This is an optimization exercise on Yosys and OpenROAD, whose aim is small area, not a production implementation.
The RTL was checked by simulation tests, not by an equivalence proof against the original design.
Power and IR drop assume default switching activity.

==> flow/design.v <==
module CounterUD(
input wire clk, reset, En,
input wire [2:0] SW,
input wire UD,
output wire [7:0] LED,
output wire [7:0] Dao );
reg ca, cb;  
reg [2:0] r1;  
reg [6:0] r2;  
reg [9:0] r3;  
reg [12:0] r4;  
reg [16:0] r5;  
reg [19:0] r6;  
reg [19:0] r7;  
reg [7:1] fr;
reg p;
reg [7:0] cnt;
wire fb1 = ~(r1[2] ^ r1[1]);
wire e2 = ((r2 & 7'd101) == 7'd4);
wire e3 = ((r3 & 10'd863) == 10'd73);
wire e4 = ((r4 & 13'd8179) == 13'd7218);
wire e5 = ((r5 & 17'd98259) == 17'd18688);
wire e6 = ((r6 & 20'd491503) == 20'd279595);
wire e7 = ((r7 & 20'd1048559) == 20'd57610);
wire set1 = ~ca & ((r1 & 3'd1) == 3'd1);
wire clr1 = cb & ((r1 & 3'd7) == 3'd4);
wire set2 = ~ca & ((r2 & 7'd25) == 7'd1);
wire clr2 = cb & e2;
wire set3 = ~ca & ((r3 & 10'd821) == 10'd0);
wire clr3 = cb & e3;
wire set4 = ~ca & ((r4 & 13'd7918) == 13'd4236);
wire clr4 = cb & e4;
wire set5 = ~ca & ((r5 & 17'd40446) == 17'd38914);
wire clr5 = cb & e5;
wire set6 = ~ca & ((r6 & 20'd786382) == 20'd60166);
wire clr6 = cb & e6;
wire set7 = ~ca & ((r1 & 3'd3) == 3'd3) & ((r7 & 20'd753591) == 20'd218117);
wire clr7 = cb & e7 & ((r1 & 3'd5) == 3'd4);
wire [7:0] f = {fr, ca};
wire s = En & f[SW];
wire [7:0] x = cnt ^ {8{UD}};
wire [7:0] tg;
assign tg[0] = s & ~p;
genvar i;
generate for (i = 1; i < 8; i = i + 1) begin : g_tg
  assign tg[i] = tg[i-1] & x[i-1];
end endgenerate
always @(posedge clk, posedge reset)
if (reset) begin
  ca <= 1'b0; cb <= 1'b0;
  r1 <= 3'd0;
  r2 <= 7'd9;
  r3 <= 10'd18;
  r4 <= 13'd4196;
  r5 <= 17'd70160;
  r6 <= 20'd559188;
  r7 <= 20'd49684;
  fr <= 7'd0; p <= 1'b0; cnt <= 8'd0;
end else begin
  ca <= ~cb; cb <= ca & ~cb;
  r1 <= {r1[1:0], fb1};
  r2 <= {r2[5], r2[4], r2[3], r2[2], r2[1], r2[0], ((r2[6] ^ r2[5]) | e2)};
  r3 <= {r3[8], r3[7], (r3[6] & ~e3), r3[5], r3[4], r3[3], r3[2], r3[1], r3[0], ~(r3[9] ^ r3[6])};
  r4 <= {r4[11], (r4[10] & ~e4), r4[9], r4[8], r4[7], r4[6], r4[5], r4[4], r4[3], r4[2], r4[1], r4[0], ~(r4[12] ^ r4[2])};
  r5 <= {r5[15], (r5[14] & ~e5), r5[13], r5[12], r5[11], r5[10], r5[9], r5[8], r5[7], r5[6], r5[5], r5[4], r5[3], r5[2], r5[1], r5[0], (r5[16] ^ r5[2])};
  r6 <= {r6[18], r6[17], r6[16], r6[15], r6[14], r6[13], r6[12], r6[11], r6[10], r6[9], r6[8], r6[7], r6[6], r6[5], r6[4], r6[3], r6[2], r6[1], (r6[0] & ~e6), ~(r6[19] ^ r6[2])};
  r7 <= {r7[18], r7[17], r7[16], (r7[15] & ~e7), r7[14], r7[13], r7[12], r7[11], r7[10], r7[9], r7[8], r7[7], r7[6], r7[5], r7[4], r7[3], r7[2], r7[1], r7[0], (r7[19] ^ r7[2])};
  fr[1] <= set1 | (fr[1] & ~clr1);
  fr[2] <= set2 | (fr[2] & ~clr2);
  fr[3] <= set3 | (fr[3] & ~clr3);
  fr[4] <= set4 | (fr[4] & ~clr4);
  fr[5] <= set5 | (fr[5] & ~clr5);
  fr[6] <= set6 | (fr[6] & ~clr6);
  fr[7] <= set7 | (fr[7] & ~clr7);
  p <= s;
  cnt <= cnt ^ tg;
end
assign LED = cnt;
assign Dao = ~cnt;
endmodule
==> flow/flow/run.sh <==
#!/bin/bash
# Standard ORFS layout (standard.sh) with changes that only affect cell sizes and buffer choice:
# combinational cells downsized after synthesis (the later repair steps upsize where needed),
# port buffers use buf_1, and CTS uses clkbuf_8 without dummy loads.
set -euo pipefail
export BUFFER_PORTS_ARGS="-buffer_cell sky130_fd_sc_hd__buf_1"
export CTS_ARGS="-sink_clustering_enable -repair_clock_nets -dont_use_dummy_load -buf_list sky130_fd_sc_hd__clkbuf_8"
bash standard.sh synth > run_synth.log 2>&1
DOWNSIZE_ODB=orfs/results/sky130hd/CounterUD/base/1_synth.odb openroad -no_init -exit flow/downsize.tcl > run_downsize.log 2>&1
bash standard.sh finish > run_finish.log 2>&1
==> flow/flow/downsize.tcl <==
# Swap every combinational cell of the synthesized netlist to the smallest cell with the
# same function (same base name, other drive strength); registers and buffers are left alone.
set odb $::env(DOWNSIZE_ODB)
read_db $odb
set db [ord::get_db]
set block [ord::get_db_block]
set best [dict create]
foreach lib [$db getLibs] {
  foreach m [$lib getMasters] {
    set n [$m getName]
    if {[regexp {^(sky130_fd_sc_hd__[a-z0-9]+)_([0-9]+)$} $n -> base drive]} {
      set a [expr {[$m getWidth] * [$m getHeight]}]
      if {![dict exists $best $base] || $a < [lindex [dict get $best $base] 1]} {
        dict set best $base [list $m $a]
      }
    }
  }
}
set n 0
foreach inst [$block getInsts] {
  set m [$inst getMaster]
  set name [$m getName]
  if {![regexp {^(sky130_fd_sc_hd__[a-z0-9]+)_([0-9]+)$} $name -> base drive]} { continue }
  if {[regexp {__(df|dl|sdf|buf|clkbuf|inv|clkinv|conb|tap)} $name]} { continue }
  set nm [lindex [dict get $best $base] 0]
  if {[$nm getName] ne $name && [expr {[$nm getWidth]*[$nm getHeight]}] < [expr {[$m getWidth]*[$m getHeight]}]} {
    puts "downsize [$inst getName] $name -> [$nm getName]"
    $inst swapMaster $nm
    incr n
  }
}
puts "downsized $n cells"
write_db $odb
==> flow/standard.sh <==
#!/bin/bash
# synth_recipe.tcl (not shown) runs the flow's synth.tcl, then flattens the netlist and writes it again
# the make line also repeats each setting of config.mk as NAME=value (left out here)
make -C /OpenROAD-flow-scripts/flow DESIGN_CONFIG=/design/flow/config.mk WORK_HOME=/design/flow/orfs CLKGATE_MAP_FILE= SYNTH_SCRIPT=/design/flow/synth_recipe.tcl "${@:-finish}"
==> flow/config.mk <==
export PLATFORM = sky130hd
export DESIGN_NAME = CounterUD
export DESIGN_NICKNAME = CounterUD
export VERILOG_FILES = /design/flow/design.v
export SDC_FILE = /design/flow/constraint.sdc
export NUM_CORES = 4
export LEC_CHECK = 0
export CAP_MARGIN = 20
export CORE_MARGIN = 2
export CORE_UTILIZATION = 40
export SLEW_MARGIN = 20
==> flow/constraint.sdc <==
create_clock -name core_clock -period 10.0 [get_ports {clk}]
set_input_delay 2.0000 -clock core_clock [delete_from_list [all_inputs] [get_ports {clk}]]
set_output_delay 2.0000 -clock core_clock [all_outputs]
set_load 0.01 [all_outputs]
==> flow_metrics.py, run 1 <==
metrics = {
    "final_layout": {
        "drive_gt1_share_pct": 13.8,
        "final_cell_area_mm2": 0.00395,
        "syn2layout_area_growth_pct": 9.21,
        "diodes": 0,
        "ff_latch_area_mm2": 0.00273,
        "multi_input_area_um2": 812,
        "num-nets-final": 278,
        "n_fill_cell": 779,
    },
    "power_and_ir_drop": {
        "p_seq_share_pct": 62.0,
        "clockPowerShare_pct": 26.6,
        "intPower_mw": 0.567,
        "combPwrFrac_pct": 11.4,
        "swShare_pct": 25.4,
        "p_switching_mw": 0.193,
        "p_per_area_mw_per_mm2": 192,
        "ir_drop_v": 0.0000797,
        "p_leak_nw": 1.68,
    },
    "outcome": {
        "outcome": "no timing/DRC/antenna violations",
    },
    "cts": {
        "cts_tree": "yes",
        "post_cts_buffers": 0,
        "cts.htree.levels": 3,
        "cts_resized": 0,
        "clk_latency_ns": 0.36,
        "cts_buffer_depth": 2,
        "cts_hold_buffers": 0,
        "clkSinkCount": 108,
        "clk_transition_reported_paths_ns": 0.09,
        "clockRootBuffer": "clkbuf_8",
        "cts-buffers-inserted": 9,
    },
    "logic_synthesis": {
        "syn-num-nets": 246,
        "synth_most_common_cell": "dfrtp_1",
        "yosys.area.top_type_share_pct": 58.4,
        "avgSynthCellArea_um2": 15.2,
        "ys_top_cells_by_count": "dfrtp_1 (85), dfstp_2 (23), xnor2_1 (14)",
        "yosys_area_mm2": 0.00364,
        "synth-edff-count": 0,
        "yosys.cell_types.count": 41,
        "yosys.area.top_type": "dfrtp_1",
        "yosysSeqAreaShare_pct": 74.9,
        "yosysWarningCount": 1,
        "syn_area_mm2": 0.00361,
        "synth_cells": 238,
        "ys_seq_elements": 108,
        "yosys-top-cells-area": "dfrtp_1 (58%), dfstp_2 (17%), xnor2_1 (3.4%)",
        "async_flop_share_pct": 100,
        "synth_flop_cell": "dfrtp_1",
    },
    "route": {
        "drc": 0,
        "dr_total_vias": 1889,
        "viasPerCell": 5.02,
        "drt_iter0_drc": 82,
        "drt_first_pass_iters": 4,
        "detail-route-antenna-nets": 0,
        "finalWirelength_um": 5460,
        "detail_route.wl_per_cell_um": 14.5,
    },
    "sta": {
        "hold_viol": 0,
        "period_share_pct": 33.7,
        "post-route-min-period_ns": 3.37,
        "fin_tns_setup_ns": 0,
        "fmax_ghz": 0.297,
        "slew_headroom_pct": 48.0,
        "rsz0062_at_grt": "false",
        "finalSetupViolations": 0,
        "tightestPinTransition_ns": 0.780,
        "fin_skew_ns": 0.0312,
        "finalMaxSlewViolations": 0,
    },
    "placed_design": {
        "gp_congestion": 0.772,
        "hpwlAfterDp_um": 3550,
        "dpl_cell_area_mm2": 0.00382,
        "port_buffers": 22,
    },
    "floorplanning": {
        "die_y_um": 99.1,
        "rows": 34,
        "die_w_um": 99.1,
        "coreArea_mm2": 0.00876,
        "start_util_pct": 41.2,
        "boundaryPins": 23,
        "die_area_mm2": 0.00981,
    },
    "global_route": {
        "antenna_found_initial": 0,
        "grt_max_degree": 90,
        "gr-total-overflow": 0,
        "grt_use_total_pct": 12.5,
        "grt_pass1_vias": 1933,
        "grt_pass1_wl_um": 9520,
    },
    "job": {
        "cap_violations": 0,
    },
    "setup_path": {
        "cpPeakStageDelay_ns": 0.53,
        "cp-end-kind": "register",
        "cp.arrival_ns": 3.64,
        "critPathKind": "in2reg",
        "path_cells": "buf_1 -> nor4b_1 -> a22oi_1 -> a2111oi_0 -> xnor2_1",
        "crit_path_max_fanout": 9,
        "critPathSlowestCell": "a2111oi_0",
        "cp_data_required_time_ns": 10.27,
        "critPathLaunchType": "primary input",
    },
    "min_path": {
        "min-delay-path-class": "reg2reg",
    },
}
state kept, by name, summed over array words and instances (netlist names):
name,flops
fr,7
p,1
r7,20
r1,3
cb,1
r4,13
r6,20
r2,7
ca,1
cnt,8
r5,17
r3,10
logic make-up after synthesis:
family,count (synthesis),share of synthesized area (%)
DFF,108,74.9
and+or+nand+nor,75,13.6
AOI/OAI and AO/OA,19,4.19
xor gates and xnor gates,16,3.84
buffers and inverters,15,1.96
muxes,4,1.17
adders and majority gates,1,0.343
routing by layer:
metal | vias up | share of wire (%) | GRT usage (%)
li1 | 893 | - | -
met5 | - | 0 | 0
met2 | 31 | 43 | 17.3
met1 | 958 | 52 | 18.6
met4 | 0 | 1.2 | 3.79
met3 | 7 | 3.9 | 4.47
worst max-delay path, delay by kind of cell:
| family | cells | cell delay (ns) |
|---|---|---|
| AO/OA/AOI/OAI | 2 | 0.76 |
| XOR/XNOR | 1 | 0.17 |
| buffers and inverters | 1 | 0.30 |
| AND/OR/NAND/NOR | 1 | 0.40 |
final timing paths:
kind | startpoint | end | slack, ns | depth (start not counted)
worst min-delay path | r2[1] | r2[2] | 0.36 | 0
worst max-delay path | UD | cnt[7] | 6.63 | 5
min in group asynchronous | reset | r3[7] | 1.55 | 2
max in group asynchronous | reset | fr[7] | 7.41 | 3
worst min register to register | r2[1] | r2[2] | 0.36 | 0
worst max register to register | cnt[1] | cnt[7] | 8.11 | 4
layout make-up:
cell class	instances	share of cell area [%]
tap	108	3.42
timing repair buffer	23	2.38
multi-input combinational	115	20.6
sequential	108	69.2
inverter	13	1.30
clock buffer	9	3.14
layout by cell type (no fill, tap or decap), types with 3 or more instances in the layout:
| master | instances |
|---|---|
| xnor2_1 | 14 |
| clkbuf_8 | 9 |
| dfstp_2 | 23 |
| and2_1 | 3 |
| o41ai_1 | 3 |
| nand4b_1 | 4 |
| nor4b_1 | 6 |
| nor3_1 | 3 |
| buf_1 | 22 |
| nor2_1 | 8 |
| nor4_1 | 7 |
| nand4_1 | 4 |
| nand2_1 | 8 |
| inv_1 | 12 |
| nor4bb_1 | 4 |
| o21ai_0 | 8 |
| nand3b_1 | 3 |
| nor2b_1 | 4 |
| dfrtp_1 | 85 |
| nand3_1 | 8 |
metrics by stage:
stage	hold WS (ns)	worst slack [ns]	std cells	util, %	power, mW
2_1_floorplan	0.331	5.19	238	-	0.540
3_3_place_gp	0.335	6.43	367	43.6	0.567
3_5_place_dp	0.340	6.29	367	43.6	0.568
4_1_cts	0.360	6.66	376	45.0	0.771
5_1_grt	0.371	6.46	376	45.0	0.803
6_report	0.357	6.63	376	45.0	0.760
power by group through the flow:
| stage | Clock (mW) | Sequential [mW] | Combinational (mW) |
|---|---|---|---|
| after floorplan | 0 | 0.480 | 0.0602 |
| after global placement | 0 | 0.479 | 0.0883 |
| after detailed placement | 0 | 0.480 | 0.0881 |
| after CTS | 0.212 | 0.471 | 0.0886 |
| after global routing | 0.230 | 0.475 | 0.0985 |
| final | 0.202 | 0.471 | 0.0868 |
==> inputs of run 2 (changes only) <==
--- a/flow/design.v
+++ b/flow/design.v
@@ -38,13 +38,18 @@
 wire clr7 = cb & e7 & ((r1 & 3'd5) == 3'd4);
 wire [7:0] f = {fr, ca};
 wire s = En & f[SW];
-wire [7:0] x = cnt ^ {8{UD}};
-wire [7:0] tg;
-assign tg[0] = s & ~p;
+wire [7:0] nx;
+wire [7:0] c;  
+assign c[0] = s & ~p;
 genvar i;
-generate for (i = 1; i < 8; i = i + 1) begin : g_tg
-  assign tg[i] = tg[i-1] & x[i-1];
+generate for (i = 0; i < 7; i = i + 1) begin : g_ud
+  if (i % 2 == 0) begin : g_even
+    ud_even u (.ci(c[i]), .q(cnt[i]), .ud(UD), .co(c[i+1]), .qn(nx[i]));
+  end else begin : g_odd
+    ud_odd u (.ci(c[i]), .q(cnt[i]), .ud(UD), .co(c[i+1]), .qn(nx[i]));
+  end
 end endgenerate
+ud_last u7 (.ci(c[7]), .q(cnt[7]), .qn(nx[7]));
 always @(posedge clk, posedge reset)
 if (reset) begin
   ca <= 1'b0; cb <= 1'b0;
@@ -73,8 +78,19 @@
   fr[6] <= set6 | (fr[6] & ~clr6);
   fr[7] <= set7 | (fr[7] & ~clr7);
   p <= s;
-  cnt <= cnt ^ tg;
+  cnt <= nx;
 end
 assign LED = cnt;
 assign Dao = ~cnt;
 endmodule
+module ud_even(input wire ci, q, ud, output wire co, qn);
+assign co = ~(ci & (q ^ ud));
+assign qn = q ^ ci;
+endmodule
+module ud_odd(input wire ci, q, ud, output wire co, qn);
+assign co = ~(ci | ~(q ^ ud));
+assign qn = ~(q ^ ci);
+endmodule
+module ud_last(input wire ci, q, output wire qn);
+assign qn = ~(q ^ ci);
+endmodule
--- a/flow/config.mk
+++ b/flow/config.mk
@@ -7,5 +7,7 @@
 export LEC_CHECK = 0
 export CAP_MARGIN = 20
 export CORE_MARGIN = 2
-export CORE_UTILIZATION = 40
+export CORE_UTILIZATION = 65
 export SLEW_MARGIN = 20
+export SYNTH_HIERARCHICAL = 1
+export SYNTH_MINIMUM_KEEP_SIZE = 0
==> run 2 against run 1 <==
Compared with the run above:
- still clean
- global-route usage up 8.2 points
- cell count decreased by 15%
- sequential power hardly changed
- worst setup slack lost 0.32 ns
- register-to-register slack worse by 0.54 ns
- critical path type unchanged
- critical endpoint unchanged
==> flow_metrics.py, run 2 <==
metrics = {
    "outcome": {
        "outcome": "no timing/DRC/antenna violations",
    },
    "logic_synthesis": {
        "synth_most_common_cell": "dfrtp_1",
        "yosys.area.top_type_share_pct": 60.7,
        "synth_top_family_by_area": "simple AND/OR/NAND/NOR gates",
        "synth-compound-area-share_pct": 3.21,
        "syn_area_mm2": 0.00349,
        "synth-edff-count": 0,
        "yosys.cell_types.count": 31,
        "yosys_area_mm2": 0.00351,
        "ys_top_cells_by_count": "dfrtp_1 (85), dfstp_2 (23), inv_1 (13)",
        "yosys-top-cells-area": "dfrtp_1 (61%), dfstp_2 (17%), xnor2_1 (2.7%)",
        "ys_seq_elements": 108,
        "synthMuxAreaShare_pct": 1.57,
        "avgSynthCellArea_um2": 16.1,
        "yosysSeqAreaShare_pct": 77.9,
        "synth_cells": 217,
        "syn-num-nets": 225,
        "synth-xor-area-share_pct": 5.25,
        "synth-adder-area-share_pct": 0.357,
        "yosys.area_share.simple_pct": 10.3,
        "synth_flop_cell": "dfrtp_1",
        "yosys.area.top_type": "dfrtp_1",
        "yosysWarningCount": 7,
        "async_flop_share_pct": 100,
    },
    "min_path": {
        "min_path_cells": 0,
        "min_to": "r3[8]",
        "min-delay-path-class": "reg2reg",
        "hp-start": "r3[7]",
    },
    "sta": {
        "fmax_ghz": 0.271,
        "post-route-min-period_ns": 3.70,
        "rsz0062_at_grt": "false",
        "finalSetupViolations": 0,
        "fin_skew_ns": 0.0230,
        "finalMaxSlewViolations": 0,
        "tightestPinTransition_ns": 0.810,
        "fin_tns_setup_ns": 0,
        "hold_viol": 0,
        "slew_headroom_pct": 46.0,
        "period_share_pct": 37.0,
    },
    "final_layout": {
        "final_cell_mix": "dfrtp_1 (85), dfstp_2 (23), buf_1 (22)",
        "num-nets-final": 259,
        "multi_input_area_um2": 713,
        "utilization_pct": 73.9,
        "ff_latch_area_mm2": 0.00273,
        "diodes": 0,
        "n_fill_cell": 353,
        "top_regs": "r6 (20), r7 (20), r5 (17)",
        "final_cell_area_mm2": 0.00380,
        "layout_commonest_cell": "dfrtp_1",
        "syn2layout_area_growth_pct": 8.70,
        "drive_gt1_share_pct": 14.5,
    },
    "power_and_ir_drop": {
        "swShare_pct": 24.4,
        "ir_drop_v": 0.000125,
        "p_leak_nw": 1.66,
        "p_switching_mw": 0.182,
        "clockPowerShare_pct": 26.6,
        "p_per_area_mw_per_mm2": 196,
        "combPwrFrac_pct": 10.1,
        "p_seq_share_pct": 63.3,
        "intPower_mw": 0.564,
    },
    "setup_path": {
        "crit_path_max_fanout": 2,
        "path_delay_family": "simple AND/OR/NAND/NOR gates",
        "cp.arrival_ns": 3.93,
        "worstRegToRegCells": 12,
        "worstReg2RegEnd": "cnt[7]",
        "cp_data_required_time_ns": 10.23,
        "critPathLaunchType": "primary input",
        "path_cells": "buf_1 -> mux4_2 -> mux2i_1 -> nor2b_1 -> nor2b_1 -> nand2_1 -> nor2_1 -> nand2_1 -> nor2_1 -> nand2_1 -> nor2_1 -> nand2_1 -> xnor2_1",
        "critPathLaunch": "SW[0]",
        "cp-end-kind": "register",
        "r2r_start": "ca",
        "critPathSlowestCell": "mux4_2",
        "critPathKind": "in2reg",
        "cp_num_buf_inv": 1,
        "cpPeakStageDelay_ns": 0.33,
        "cp_common_cell": "nand2_1",
        "rrSetupSlack_ns": 7.57,
    },
    "cts": {
        "cts_tree": "yes",
        "clk_latency_ns": 0.36,
        "clkSinkCount": 108,
        "cts_hold_buffers": 0,
        "cts.htree.levels": 3,
        "clockRootBuffer": "clkbuf_8",
        "cts_buffer_depth": 2,
        "cts-buffers-inserted": 9,
        "cts_resized": 0,
        "post_cts_buffers": 0,
        "clk_transition_reported_paths_ns": 0.07,
    },
    "floorplanning": {
        "die_area_mm2": 0.00598,
        "boundaryPins": 23,
        "start_util_pct": 68.0,
        "die_w_um": 77.3,
        "die_y_um": 77.3,
        "coreArea_mm2": 0.00514,
        "rows": 26,
    },
    "placed_design": {
        "dpl_cell_area_mm2": 0.00367,
        "hpwlAfterDp_um": 3580,
        "port_buffers": 22,
        "gp_congestion": 0.790,
    },
    "route": {
        "dr_total_vias": 1781,
        "drt_iter0_drc": 86,
        "viasPerCell": 5.58,
        "drt_first_pass_iters": 4,
        "detail_route.wl_per_cell_um": 16.6,
        "drc": 0,
        "finalWirelength_um": 5290,
        "detail-route-antenna-nets": 0,
    },
    "global_route": {
        "grt_use_total_pct": 20.7,
        "grt_util_met3_pct": 7.53,
        "grt_pass1_wl_um": 9320,
        "antenna_found_initial": 0,
        "grt_pass1_vias": 1892,
        "top_usage_layer": "met2",
        "grtUsageMet2_pct": 31.2,
        "gr-total-overflow": 0,
        "grt_max_degree": 73,
        "met1_usage_pct": 29.5,
    },
    "job": {
        "cap_violations": 0,
    },
}
run 2: changes by cell type in the layout (fill, tap and decap cells not counted), moves of 2 or more:
cell      change
mux2_2        -2
mux4_2        +2
nand4_1       +2
o31ai_1       +2
nor3_1        -3
nor4_1        -4
nand4b_1      -2
o21a_1        +2
nor4bb_1      +2
xor2_1        +8
nand3_1       -3
xnor2_1       -3
o21ai_0       -2
run 2: Yosys stat by module, one instance, submodules excluded:
module / cell area [um^2] / times used / flip-flops and latches
CounterUD: 3350 / 1 / 108
ud_even: 21.3 / 4 / 0
ud_last: 8.76 / 1 / 0
ud_odd: 21.3 / 3 / 0
run 2: layout make-up:
cell class                 count  share of cell area [%]
timing repair buffer          23                    2.37
inverter                      13                    1.35
sequential                   108                    71.9
tap                           70                    2.31
clock buffer                   9                    3.26
multi-input combinational     96                    18.8
run 2: power groups by stage:
stage | sequential [mW] | clock, mW | combinational [mW]
after detailed placement | 0.481 | 0 | 0.0769
after floorplan | 0.485 | 0 | 0.0427
final | 0.472 | 0.198 | 0.0756
after global routing | 0.475 | 0.224 | 0.0854
after CTS | 0.473 | 0.206 | 0.0772
after global placement | 0.478 | 0 | 0.0765
run 2: worst max-delay path by stage:
stage	depth (start not counted)	endpoint	slack (ns)
floorplan	1	ca	5.19
global placement	13	cnt[7]	6.01
detailed placement	13	cnt[7]	5.92
CTS	13	cnt[7]	6.29
global route	13	cnt[7]	6.10
finish	13	cnt[7]	6.30
run 2: per-layer routing:
layer | vias up | share of wire [%]
met4 | 0 | 1.2
met5 | - | 0
met1 | 920 | 46
met3 | 8 | 4.0
li1 | 810 | -
met2 | 43 | 49
run 2: cells by family (layout without fill, tap and decap cells):
logic type | count (synthesis) | after routing
compound gates | 15 | 15
buf+inv | 13 | 45
flops | 108 | 108
xor+xnor | 21 | 21
fa+ha+maj | 1 | 1
simple gates | 56 | 56
mux | 3 | 3
run 2: stage by stage:
step | hold WS (ns) | power (mW) | std cells | setup slack, ns
6_report | 0.353 | 0.746 | 319 | 6.30
5_1_grt | 0.364 | 0.785 | 319 | 6.10
4_1_cts | 0.356 | 0.755 | 319 | 6.29
3_5_place_dp | 0.343 | 0.558 | 310 | 5.92
3_3_place_gp | 0.337 | 0.555 | 310 | 6.01
2_1_floorplan | 0.331 | 0.527 | 217 | 5.19
==> inputs of run 3 (changes only) <==
--- a/flow/config.mk
+++ b/flow/config.mk
@@ -7,7 +7,7 @@
 export LEC_CHECK = 0
 export CAP_MARGIN = 20
 export CORE_MARGIN = 2
-export CORE_UTILIZATION = 65
+export CORE_UTILIZATION = 40
 export SLEW_MARGIN = 20
 export SYNTH_HIERARCHICAL = 1
 export SYNTH_MINIMUM_KEEP_SIZE = 0
==> run 3 against run 2 <==
Compared with the run above:
- area after synthesis unchanged
- largest power group unchanged
- maximum frequency decreased by 0.57%
- clock power increased by 3%
- global-route usage decreased by 8.2 points
- sequential power about the same
- clock skew decreased by 0.0037 ns
- register-to-register slack about the same
- synthesized cell count unchanged
- still clean on timing, DRC and antenna
- critical path type unchanged
- via count decreased by 3.8%
==> flow_metrics.py, run 3 <==
metrics = {
    "outcome": {
        "outcome": "no timing/DRC/antenna violations",
    },
    "logic_synthesis": {
        "yosys-top-cells-area": "dfrtp_1 (61%), dfstp_2 (17%), xnor2_1 (2.7%)",
        "yosysSeqAreaShare_pct": 77.9,
        "yosys.area.top_type": "dfrtp_1",
        "synth_cells": 217,
        "syn_area_mm2": 0.00349,
        "syn-num-nets": 225,
        "yosys.cell_types.count": 31,
        "async_flop_share_pct": 100,
        "synth_flop_cell": "dfrtp_1",
        "synth-edff-count": 0,
        "yosys.area.top_type_share_pct": 60.7,
        "ys_top_cells_by_count": "dfrtp_1 (85), dfstp_2 (23), inv_1 (13)",
        "yosys_area_mm2": 0.00351,
        "synth_most_common_cell": "dfrtp_1",
        "yosysWarningCount": 7,
        "ys_seq_elements": 108,
        "avgSynthCellArea_um2": 16.1,
    },
    "placed_design": {
        "hpwlAfterDp_um": 3550,
        "port_buffers": 22,
        "placed_cells": 348,
        "place_ws_ns": 5.89,
        "dpl_cell_area_mm2": 0.00372,
        "gp_congestion": 0.706,
    },
    "route": {
        "detail-route-antenna-nets": 0,
        "drt_iter0_drc": 84,
        "drc": 0,
        "drt_first_pass_iters": 4,
        "viasPerCell": 4.80,
        "dr_total_vias": 1714,
        "detail_route.wl_per_cell_um": 14.9,
        "finalWirelength_um": 5310,
    },
    "final_layout": {
        "utilization_pct": 44.7,
        "fin_cells": 357,
        "diodes": 0,
        "num-nets-final": 259,
        "syn2layout_area_growth_pct": 10.1,
        "top_regs": "r6 (20), r7 (20), r5 (17)",
        "final_cell_mix": "dfrtp_1 (85), dfstp_2 (23), buf_1 (22)",
        "final_cell_area_mm2": 0.00384,
        "drive_gt1_share_pct": 14.5,
        "layout_commonest_cell": "dfrtp_1",
    },
    "cts": {
        "cts_resized": 0,
        "cts_hold_buffers": 0,
        "clk_latency_ns": 0.36,
        "cts.htree.levels": 3,
        "clkSinkCount": 108,
        "clockRootBuffer": "clkbuf_8",
        "cts_buffer_depth": 2,
        "cts_tree": "yes",
        "post_cts_buffers": 0,
        "cts-buffers-inserted": 9,
        "clk_transition_reported_paths_ns": 0.08,
    },
    "power_and_ir_drop": {
        "p_per_area_mw_per_mm2": 195,
        "p_leak_nw": 1.66,
        "ir_drop_v": 0.0000762,
    },
    "setup_path": {
        "cp.arrival_ns": 3.95,
        "path_cells": "buf_1 -> mux4_2 -> mux2i_1 -> nor2b_1 -> nor2b_1 -> nand2_1 -> nor2_1 -> nand2_1 -> nor2_1 -> nand2_1 -> nor2_1 -> nand2_1 -> xnor2_1",
        "cp_data_required_time_ns": 10.24,
        "cpPeakStageDelay_ns": 0.33,
        "crit_path_max_fanout": 2,
        "cp_num_buf_inv": 1,
        "cp_common_cell": "nand2_1",
        "critPathSlowestCell": "mux4_2",
        "path_delay_family": "simple AND/OR/NAND/NOR gates",
        "critPathKind": "in2reg",
        "cp-end-kind": "register",
        "critPathLaunchType": "primary input",
    },
    "floorplanning": {
        "die_area_mm2": 0.00950,
        "start_util_pct": 40.7,
        "boundaryPins": 23,
        "die_w_um": 97.5,
        "rows": 34,
        "coreArea_mm2": 0.00859,
        "die_y_um": 97.5,
    },
    "sta": {
        "fin_tns_setup_ns": 0,
        "hold_viol": 0,
        "finalMaxSlewViolations": 0,
        "fmax_ghz": 0.269,
        "post-route-min-period_ns": 3.72,
        "period_share_pct": 37.2,
        "tightestPinTransition_ns": 0.651,
        "rsz0062_at_grt": "false",
        "fin_skew_ns": 0.0192,
        "slew_headroom_pct": 56.6,
        "fin_ws_ns": 6.28,
        "finalSetupViolations": 0,
    },
    "global_route": {
        "gr-total-overflow": 0,
        "grt_max_degree": 56,
        "grt_pass1_vias": 1746,
        "grt_pass1_wl_um": 9290,
        "antenna_found_initial": 0,
        "grt_use_total_pct": 12.5,
    },
    "min_path": {
        "min-delay-path-class": "reg2reg",
    },
    "job": {
        "cap_violations": 0,
    },
}
==> run 3: cell counts after synthesis <==
No cell type changed its count.
==> run 3: final timing paths <==
path                       startpoint     end  slack, ns  depth (start not counted)
min in group asynchronous       reset   r1[0]       1.72                          2
max reg2reg                        ca  cnt[7]       7.57                         12
max in group asynchronous       reset   r5[6]       7.19                          3
min reg2reg                     r3[7]   r3[8]       0.35                          0
min                             r3[7]   r3[8]       0.35                          0
max                             SW[0]  cnt[7]       6.28                         13
==> run 3: stage by stage <==
step                      hold WS [ns]  power [mW]
after global routing             0.372       0.794
after global placement           0.333       0.558
after detailed placement         0.337       0.559
final                            0.352       0.750
after floorplan                  0.331       0.527
after CTS                        0.357       0.767
==> run 3: worst reg2reg max path, delay by kind of cell (launching register included) <==
family / cells / cell delay (ns)
mux: 2 / 0.35
simple gates: 9 / 1.32
flops: 1 / 0.54
xor+xnor: 1 / 0.12
==> run 3: layout make-up <==
type / count / area (um^2)
clock buffer: 9 / 124
tap: 108 / 135
fill: 779 / 4750
sequential: 108 / 2730
timing repair buffer: 23 / 90.1
multi-input combinational: 96 / 713
inverter: 13 / 51.3
==> run 3: modules after synthesis, one instance, submodules excluded <==
module / area [um^2] / flip-flops and latches
CounterUD: 3350 / 108
ud_even: 21.3 / 0
ud_last: 8.76 / 0
ud_odd: 21.3 / 0
==> run 3: logic make-up after synthesis <==
group / count (synthesis) / synth area share, %
AOI/OAI and AO/OA: 15 / 3.21
xor gates and xnor gates: 21 / 5.25
adders and majority gates: 1 / 0.357
buffers and inverters: 13 / 1.39
DFF: 108 / 77.9
muxes: 3 / 1.57
and+or+nand+nor: 56 / 10.3
==> run 3: metal layers <==
metal	track usage, %	vias up	wire (um)	share of wire (%)
met3	5.11	7	255	4.8
met4	3.21	0	53	1.0
met2	16.6	28	2290	43
met1	19.3	869	2710	51
li1	-	810	-	-
met5	0	-	0	0
==> run 3: power by group <==
group | total (mW) | internal (mW) | leakage [nW] | switching [mW]
combinational | 0.0753 | 0.0307 | 0.269 | 0.0446
sequential | 0.472 | 0.452 | 1.33 | 0.0201
clock | 0.203 | 0.0811 | 0.0647 | 0.122
total | 0.750 | 0.564 | 1.66 | 0.186

==> static timing again, ports no longer ideal <==
How much do the figures lean on ideal ports? The routed layouts below were timed once more, with nothing changed but the port constraints.
Step 1, drivers: a clkbuf_16 drives clk and a buf_2 each remaining input, both assumed.
Step 2 moves the port delays by t, midway between the first and last clock arrival at a register: inputs arrive t later, outputs are due t later. That takes back most of the time a late clock gives input paths.
Three values: ideal, step 1, step 2; two values: the first two.
run	shift t [ns]	setup slack, ns	slew at the worst register clock pin (ns)	worst data-port slew with drivers (ns)
run 1	0.373	6.628 / 6.632 / 6.259	0.10 / 0.10	0.03
run 2	0.373	6.304 / 6.307 / 5.934	0.10 / 0.10	0.04
run 3	0.376	6.283 / 6.279 / 5.903	0.09 / 0.09	0.05
After both steps setup and hold are still met in every run listed. For run 3, which loses most, drivers alone change the setup slack by -0.004 ns; drivers and shift together by -0.380 ns.
